What follows belongs to an exercise in optimizing a design on an open flow for small area and a short achievable clock period; a production flow would make more cautious choices. The RTL was checked by simulation tests, not by an equivalence proof against the original design. No activity file was given, so power comes from the tool's default toggle rates.

== P ==
==> flow/design.v <==
module processador_pipeline_modular(
    input clock,
    input reset,
    output [31:0] imem_addr,
    input  [31:0] imem_data,
    output [31:0] dmem_addr,
    output [31:0] dmem_wdata,
    output        dmem_we,
    output        dmem_re,
    input  [31:0] dmem_rdata
);
    localparam NOP = 32'h00000013;
    reg  [31:0] pc;
    reg  [31:0] ifid_inst, ifid_pc;
    reg         ifid_st, ifid_br;    
    reg         idex_regwrite, idex_memread, idex_memwrite, idex_branch;
    reg  [4:0]  idex_rd;
    reg  [31:0] idex_rd1, idex_rd2;
    reg  [11:0] idex_imm;
    reg         idex_imm_s;
    reg  [31:0] idex_pc;
    reg         idex_a_m, idex_a_w, idex_a_r;           
    reg         idex_b_m, idex_b_w, idex_b_r, idex_b_i;  
    reg         idex_s_m, idex_s_w, idex_s_r;           
    reg         idex_add, idex_sub, idex_or, idex_srl, idex_and;
    reg  [31:0] exmem_alu, exmem_wdata;
    reg  [4:0]  exmem_rd;
    reg         exmem_regwrite, exmem_memread, exmem_memwrite, exmem_taken;
    reg  [31:0] memwb_data;
    reg  [4:0]  memwb_rd;
    reg         memwb_regwrite;
    wire        wb_we = memwb_regwrite && (memwb_rd != 5'd0);
    wire [1023:0] rf_flat;
    wire [31:0]   rf_valid;
    assign rf_flat[31:0] = 32'b0;
    assign rf_valid[0]   = 1'b0;
    genvar g;
    generate
        for (g = 1; g < 32; g = g + 1) begin : g_reg
            reg [31:0] q;
            reg        v;
            always @(posedge clock)
                if (wb_we && (memwb_rd == g))
                    q <= memwb_data;
            always @(posedge clock or posedge reset)
                if (reset)
                    v <= 1'b0;
                else if (wb_we && (memwb_rd == g))
                    v <= 1'b1;
            assign rf_flat[32*g +: 32] = q;
            assign rf_valid[g] = v;
        end
    endgenerate
    wire [6:0] opcode = ifid_inst[6:0];
    wire [4:0] rs1    = ifid_inst[19:15];
    wire [4:0] rs2    = ifid_inst[24:20];
    wire [4:0] rd     = ifid_inst[11:7];
    wire [2:0] funct3 = ifid_inst[14:12];
    wire [6:0] funct7 = ifid_inst[31:25];
    wire is_r  = (opcode == 7'b0110011);
    wire is_ld = (opcode == 7'b0000011);
    wire is_ai = (opcode == 7'b0010011);
    wire is_st = ifid_st;
    wire is_br = ifid_br;
    wire id_regwrite = is_r | is_ld | is_ai;
    wire id_alusrc   = is_ld | is_ai | is_st;
    reg id_add, id_sub, id_or, id_srl, id_and;
    always @(*) begin
        id_add = 1'b0; id_sub = 1'b0; id_or = 1'b0; id_srl = 1'b0; id_and = 1'b0;
        if (is_br)
            id_sub = 1'b1;
        else if (is_ai)
            id_and = 1'b1;
        else if (is_r) begin
            case (funct3)
                3'b000: if (funct7 == 7'b0100000) id_sub = 1'b1; else id_add = 1'b1;
                3'b110: id_or = 1'b1;
                3'b101: if (funct7 == 7'b0000000) id_srl = 1'b1; else id_and = 1'b1;
                default: id_and = 1'b1;
            endcase
        end else
            id_add = 1'b1;
    end
    wire [11:0] id_imm = is_st ? {ifid_inst[31:25], ifid_inst[11:7]} :
                         is_br ? {ifid_inst[7], ifid_inst[30:25], ifid_inst[11:8], 1'b0} :
                                 ifid_inst[31:20];
    wire        v1 = rf_valid[rs1];
    wire        v2 = rf_valid[rs2];
    wire [31:0] sel1 = (32'b1 << rs1) & rf_valid;
    wire [31:0] sel2 = (32'b1 << rs2) & rf_valid;
    reg  [31:0] id_rd1, id_rd2;
    integer i;
    always @(*) begin
        id_rd1 = {27'b0, rs1 & {5{~v1}}};
        id_rd2 = {27'b0, rs2 & {5{~v2}}};
        for (i = 1; i < 32; i = i + 1) begin
            id_rd1 = id_rd1 | ({32{sel1[i]}} & rf_flat[32*i +: 32]);
            id_rd2 = id_rd2 | ({32{sel2[i]}} & rf_flat[32*i +: 32]);
        end
    end
    wire stall = idex_memread && (idex_rd != 5'd0) && ((idex_rd == rs1) || (idex_rd == rs2));
    wire m1 = idex_regwrite  && (idex_rd  != 5'd0) && (idex_rd  == rs1);
    wire w1 = exmem_regwrite && (exmem_rd != 5'd0) && (exmem_rd == rs1);
    wire m2 = idex_regwrite  && (idex_rd  != 5'd0) && (idex_rd  == rs2);
    wire w2 = exmem_regwrite && (exmem_rd != 5'd0) && (exmem_rd == rs2);
    wire [31:0] wb_data = memwb_data;
    wire [31:0] ex_a  = ({32{idex_a_m}} & exmem_alu) | ({32{idex_a_w}} & wb_data) | ({32{idex_a_r}} & idex_rd1);
    wire [31:0] ex_sd = ({32{idex_s_m}} & exmem_alu) | ({32{idex_s_w}} & wb_data) | ({32{idex_s_r}} & idex_rd2);
    wire [31:0] ex_b  = ({32{idex_b_m}} & exmem_alu) | ({32{idex_b_w}} & wb_data) | ({32{idex_b_r}} & idex_rd2) |
                        ({32{idex_b_i}} & {{20{idex_imm_s}}, idex_imm});
    wire [32:0] ex_sum33 = {ex_a, 1'b1} + {ex_b ^ {32{idex_sub}}, idex_sub};
    wire [31:0] ex_sum = ex_sum33[32:1];
    wire [31:0] ex_shr = (|ex_b[31:5]) ? 32'b0 : (ex_a >> ex_b[4:0]);
    wire [31:0] ex_res = ({32{idex_add | idex_sub}} & ex_sum) |
                         ({32{idex_or}}  & (ex_a | ex_b)) |
                         ({32{idex_and}} & (ex_a & ex_b)) |
                         ({32{idex_srl}} & ex_shr);
    wire ex_taken = idex_branch && (ex_a == ex_sd);
    wire taken = exmem_taken;
    assign dmem_addr  = exmem_alu;
    assign dmem_wdata = exmem_wdata;
    assign dmem_we    = exmem_memwrite;
    assign dmem_re    = exmem_memread;
    wire [31:0] mem_wb_next = exmem_memread ? dmem_rdata : exmem_alu;
    assign imem_addr = pc;
    always @(posedge clock or posedge reset) begin
        if (reset)
            pc <= 32'b0;
        else if (!stall)
            pc <= taken ? idex_pc + {{20{idex_imm_s}}, idex_imm} : pc + 32'd4;
    end
    always @(posedge clock or posedge reset) begin
        if (reset) begin
            ifid_inst <= NOP;
            ifid_pc   <= 32'b0;
            ifid_st   <= 1'b0;
            ifid_br   <= 1'b0;
        end else if (!stall) begin
            ifid_inst <= taken ? NOP : imem_data;
            ifid_pc   <= pc;
            ifid_st   <= !taken && (imem_data[6:0] == 7'b0100011);
            ifid_br   <= !taken && (imem_data[6:0] == 7'b1100011);
        end
    end
    always @(posedge clock or posedge reset) begin
        if (reset) begin
            idex_regwrite <= 1'b0; idex_memread <= 1'b0;
            idex_memwrite <= 1'b0; idex_branch  <= 1'b0;
        end else if (taken || stall) begin
            idex_regwrite <= 1'b0; idex_memread <= 1'b0;
            idex_memwrite <= 1'b0; idex_branch  <= 1'b0;
        end else begin
            idex_regwrite <= id_regwrite; idex_memread <= is_ld;
            idex_memwrite <= is_st;       idex_branch  <= is_br;
        end
    end
    always @(posedge clock)
        if (!(taken || stall)) begin
            idex_pc    <= ifid_pc;
            idex_imm   <= id_imm;
            idex_imm_s <= ifid_inst[31];
        end
    always @(posedge clock) begin
        idex_rd    <= rd;
        idex_rd1   <= id_rd1;
        idex_rd2   <= id_rd2;
        idex_a_m   <= m1;
        idex_a_w   <= !m1 && w1;
        idex_a_r   <= !m1 && !w1;
        idex_s_m   <= m2;
        idex_s_w   <= !m2 && w2;
        idex_s_r   <= !m2 && !w2;
        idex_b_m   <= !id_alusrc && m2;
        idex_b_w   <= !id_alusrc && !m2 && w2;
        idex_b_r   <= !id_alusrc && !m2 && !w2;
        idex_b_i   <= id_alusrc;
        idex_add   <= id_add;
        idex_sub   <= id_sub;
        idex_or    <= id_or;
        idex_srl   <= id_srl;
        idex_and   <= id_and;
    end
    always @(posedge clock or posedge reset) begin
        if (reset) begin
            exmem_regwrite <= 1'b0; exmem_memread <= 1'b0;
            exmem_memwrite <= 1'b0; exmem_taken   <= 1'b0;
        end else begin
            exmem_regwrite <= idex_regwrite; exmem_memread <= idex_memread;
            exmem_memwrite <= idex_memwrite; exmem_taken   <= ex_taken;
        end
    end
    always @(posedge clock) begin
        exmem_alu   <= ex_res;
        exmem_wdata <= ex_sd;
        exmem_rd    <= idex_rd;
    end
    always @(posedge clock or posedge reset) begin
        if (reset)
            memwb_regwrite <= 1'b0;
        else
            memwb_regwrite <= exmem_regwrite;
    end
    always @(posedge clock) begin
        memwb_data <= mem_wb_next;
        memwb_rd   <= exmem_rd;
    end
endmodule
Settings: LEC_CHECK=0, CAP_MARGIN=20, CORE_MARGIN=2, CORE_UTILIZATION=45, SLEW_MARGIN=20; clock period 13.0 ns.
standard.sh (not shown) runs the stock make flow with config.mk's settings and CLKGATE_MAP_FILE= SYNTH_SCRIPT=/design/flow/synth_recipe.tcl, a recipe that flattens the netlist after the stock synthesis.
==> flow/flow/run.sh <==
#!/bin/bash
# Standard ORFS flow (the standard.sh) with a timing-driven repair margin,
# port buffers of a fixed drive, and a clock tree of large clusters without
# dummy loads. The full make output is kept in flow_make.log.
set -uo pipefail
bash standard.sh \
  SETUP_SLACK_MARGIN=9.3 \
  MATCH_CELL_FOOTPRINT=0 \
  "BUFFER_PORTS_ARGS=-buffer_cell sky130_fd_sc_hd__buf_2" \
  "CTS_ARGS=-sink_clustering_enable -repair_clock_nets -dont_use_dummy_load -buf_list sky130_fd_sc_hd__clkbuf_16 -sink_clustering_size 20 -sink_clustering_max_diameter 200" \
  finish > flow_make.log 2>&1
rc=$?
tail -20 flow_make.log
exit $rc
P: no failed stages, no open violations at the end
#### Input delta (Q over P)
--- a/flow/design.v
+++ b/flow/design.v
@@ -8,12 +8,11 @@
     output        dmem_we,
     output        dmem_re,
     input  [31:0] dmem_rdata
 );
-    localparam NOP = 32'h00000013;
     reg  [31:0] pc;
-    reg  [31:0] ifid_inst, ifid_pc;
-    reg         ifid_st, ifid_br;    
+    reg  [31:0] ifid_inst;
+    reg         ifid_valid;          
     reg         idex_regwrite, idex_memread, idex_memwrite, idex_branch;
     reg  [4:0]  idex_rd;
     reg  [31:0] idex_rd1, idex_rd2;
     reg  [11:0] idex_imm;
@@ -23,8 +22,9 @@
     reg         idex_b_m, idex_b_w, idex_b_r, idex_b_i;  
     reg         idex_s_m, idex_s_w, idex_s_r;           
     reg         idex_add, idex_sub, idex_or, idex_srl, idex_and;
     reg  [31:0] exmem_alu, exmem_wdata;
+    reg         exmem_ld;        
     reg  [4:0]  exmem_rd;
     reg         exmem_regwrite, exmem_memread, exmem_memwrite, exmem_taken;
     reg  [31:0] memwb_data;
     reg  [4:0]  memwb_rd;
@@ -56,13 +56,13 @@
     wire [4:0] rs2    = ifid_inst[24:20];
     wire [4:0] rd     = ifid_inst[11:7];
     wire [2:0] funct3 = ifid_inst[14:12];
     wire [6:0] funct7 = ifid_inst[31:25];
-    wire is_r  = (opcode == 7'b0110011);
-    wire is_ld = (opcode == 7'b0000011);
-    wire is_ai = (opcode == 7'b0010011);
-    wire is_st = ifid_st;
-    wire is_br = ifid_br;
+    wire is_r  = ifid_valid && (opcode == 7'b0110011);
+    wire is_ld = ifid_valid && (opcode == 7'b0000011);
+    wire is_ai = ifid_valid && (opcode == 7'b0010011);
+    wire is_st = ifid_valid && (opcode == 7'b0100011);
+    wire is_br = ifid_valid && (opcode == 7'b1100011);
     wire id_regwrite = is_r | is_ld | is_ai;
     wire id_alusrc   = is_ld | is_ai | is_st;
     reg id_add, id_sub, id_or, id_srl, id_and;
     always @(*) begin
@@ -80,9 +80,10 @@
             endcase
         end else
             id_add = 1'b1;
     end
-    wire [11:0] id_imm = is_st ? {ifid_inst[31:25], ifid_inst[11:7]} :
+    wire [11:0] id_imm = !ifid_valid ? 12'b0 :
+                         is_st ? {ifid_inst[31:25], ifid_inst[11:7]} :
                          is_br ? {ifid_inst[7], ifid_inst[30:25], ifid_inst[11:8], 1'b0} :
                                  ifid_inst[31:20];
     wire        v1 = rf_valid[rs1];
     wire        v2 = rf_valid[rs2];
@@ -97,9 +98,9 @@
             id_rd1 = id_rd1 | ({32{sel1[i]}} & rf_flat[32*i +: 32]);
             id_rd2 = id_rd2 | ({32{sel2[i]}} & rf_flat[32*i +: 32]);
         end
     end
-    wire stall = idex_memread && (idex_rd != 5'd0) && ((idex_rd == rs1) || (idex_rd == rs2));
+    wire stall = ifid_valid && idex_memread && (idex_rd != 5'd0) && ((idex_rd == rs1) || (idex_rd == rs2));
     wire m1 = idex_regwrite  && (idex_rd  != 5'd0) && (idex_rd  == rs1);
     wire w1 = exmem_regwrite && (exmem_rd != 5'd0) && (exmem_rd == rs1);
     wire m2 = idex_regwrite  && (idex_rd  != 5'd0) && (idex_rd  == rs2);
     wire w2 = exmem_regwrite && (exmem_rd != 5'd0) && (exmem_rd == rs2);
@@ -120,29 +121,25 @@
     assign dmem_addr  = exmem_alu;
     assign dmem_wdata = exmem_wdata;
     assign dmem_we    = exmem_memwrite;
     assign dmem_re    = exmem_memread;
-    wire [31:0] mem_wb_next = exmem_memread ? dmem_rdata : exmem_alu;
+    wire [31:0] mem_wb_next = exmem_ld ? dmem_rdata : exmem_alu;
     assign imem_addr = pc;
     always @(posedge clock or posedge reset) begin
         if (reset)
             pc <= 32'b0;
         else if (!stall)
             pc <= taken ? idex_pc + {{20{idex_imm_s}}, idex_imm} : pc + 32'd4;
     end
     always @(posedge clock or posedge reset) begin
-        if (reset) begin
-            ifid_inst <= NOP;
-            ifid_pc   <= 32'b0;
-            ifid_st   <= 1'b0;
-            ifid_br   <= 1'b0;
-        end else if (!stall) begin
-            ifid_inst <= taken ? NOP : imem_data;
-            ifid_pc   <= pc;
-            ifid_st   <= !taken && (imem_data[6:0] == 7'b0100011);
-            ifid_br   <= !taken && (imem_data[6:0] == 7'b1100011);
-        end
-    end
+        if (reset)
+            ifid_valid <= 1'b0;
+        else if (!stall)
+            ifid_valid <= !taken;
+    end
+    always @(posedge clock)
+        if (!stall)
+            ifid_inst <= imem_data;
     always @(posedge clock or posedge reset) begin
         if (reset) begin
             idex_regwrite <= 1'b0; idex_memread <= 1'b0;
             idex_memwrite <= 1'b0; idex_branch  <= 1'b0;
@@ -155,11 +152,11 @@
         end
     end
     always @(posedge clock)
         if (!(taken || stall)) begin
-            idex_pc    <= ifid_pc;
+            idex_pc    <= pc - 32'd4;
             idex_imm   <= id_imm;
-            idex_imm_s <= ifid_inst[31];
+            idex_imm_s <= ifid_valid && ifid_inst[31];
         end
     always @(posedge clock) begin
         idex_rd    <= rd;
         idex_rd1   <= id_rd1;
@@ -190,8 +187,9 @@
         end
     end
     always @(posedge clock) begin
         exmem_alu   <= ex_res;
+        exmem_ld    <= idex_memread;
         exmem_wdata <= ex_sd;
         exmem_rd    <= idex_rd;
     end
     always @(posedge clock or posedge reset) begin
Results
NOTE cell area after technology mapping P->Q decreased slightly. Between Q and P, the adder and majority cell fraction of the synthesized area figures differ only marginally. Delta (Q minus P): x dimension of the die -about 0.8%, smallest hold slack fell by 0.019 ns, total power density per cell area now sits lower.

-- re-timing with driven ports --
In the flow no input, the clock included, has a driving cell. The finished layouts below were timed again as built, in two steps. Step 1, drivers: a clkbuf_16 drives clock and a buf_2 each remaining input, both assumed. Step 2 adds t to the input delays and takes it off the output delays; t is the mean of the earliest and latest rising clock arrival at the registers after step 1. Input paths then give back, and output paths get back, about the clock's delay inside the block. a / b / c = ideal ports / drivers / drivers and shift; a / b = the first two.
run	t (ns)	slack for setup (ns)	worst register clock-pin slew, ns	cell pins on the clock port's net
P	0.761	9.053 / 8.976 / 9.036	0.11 / 0.11	1
Q	0.752	9.166 / 9.089 / 9.331	0.10 / 0.10	1
After both steps setup and hold are still met in every run listed. For P, which loses most, drivers alone change the setup slack by -0.077 ns; drivers and shift together by -0.017 ns. The worst setup slack also covers recovery checks on asynchronous resets.
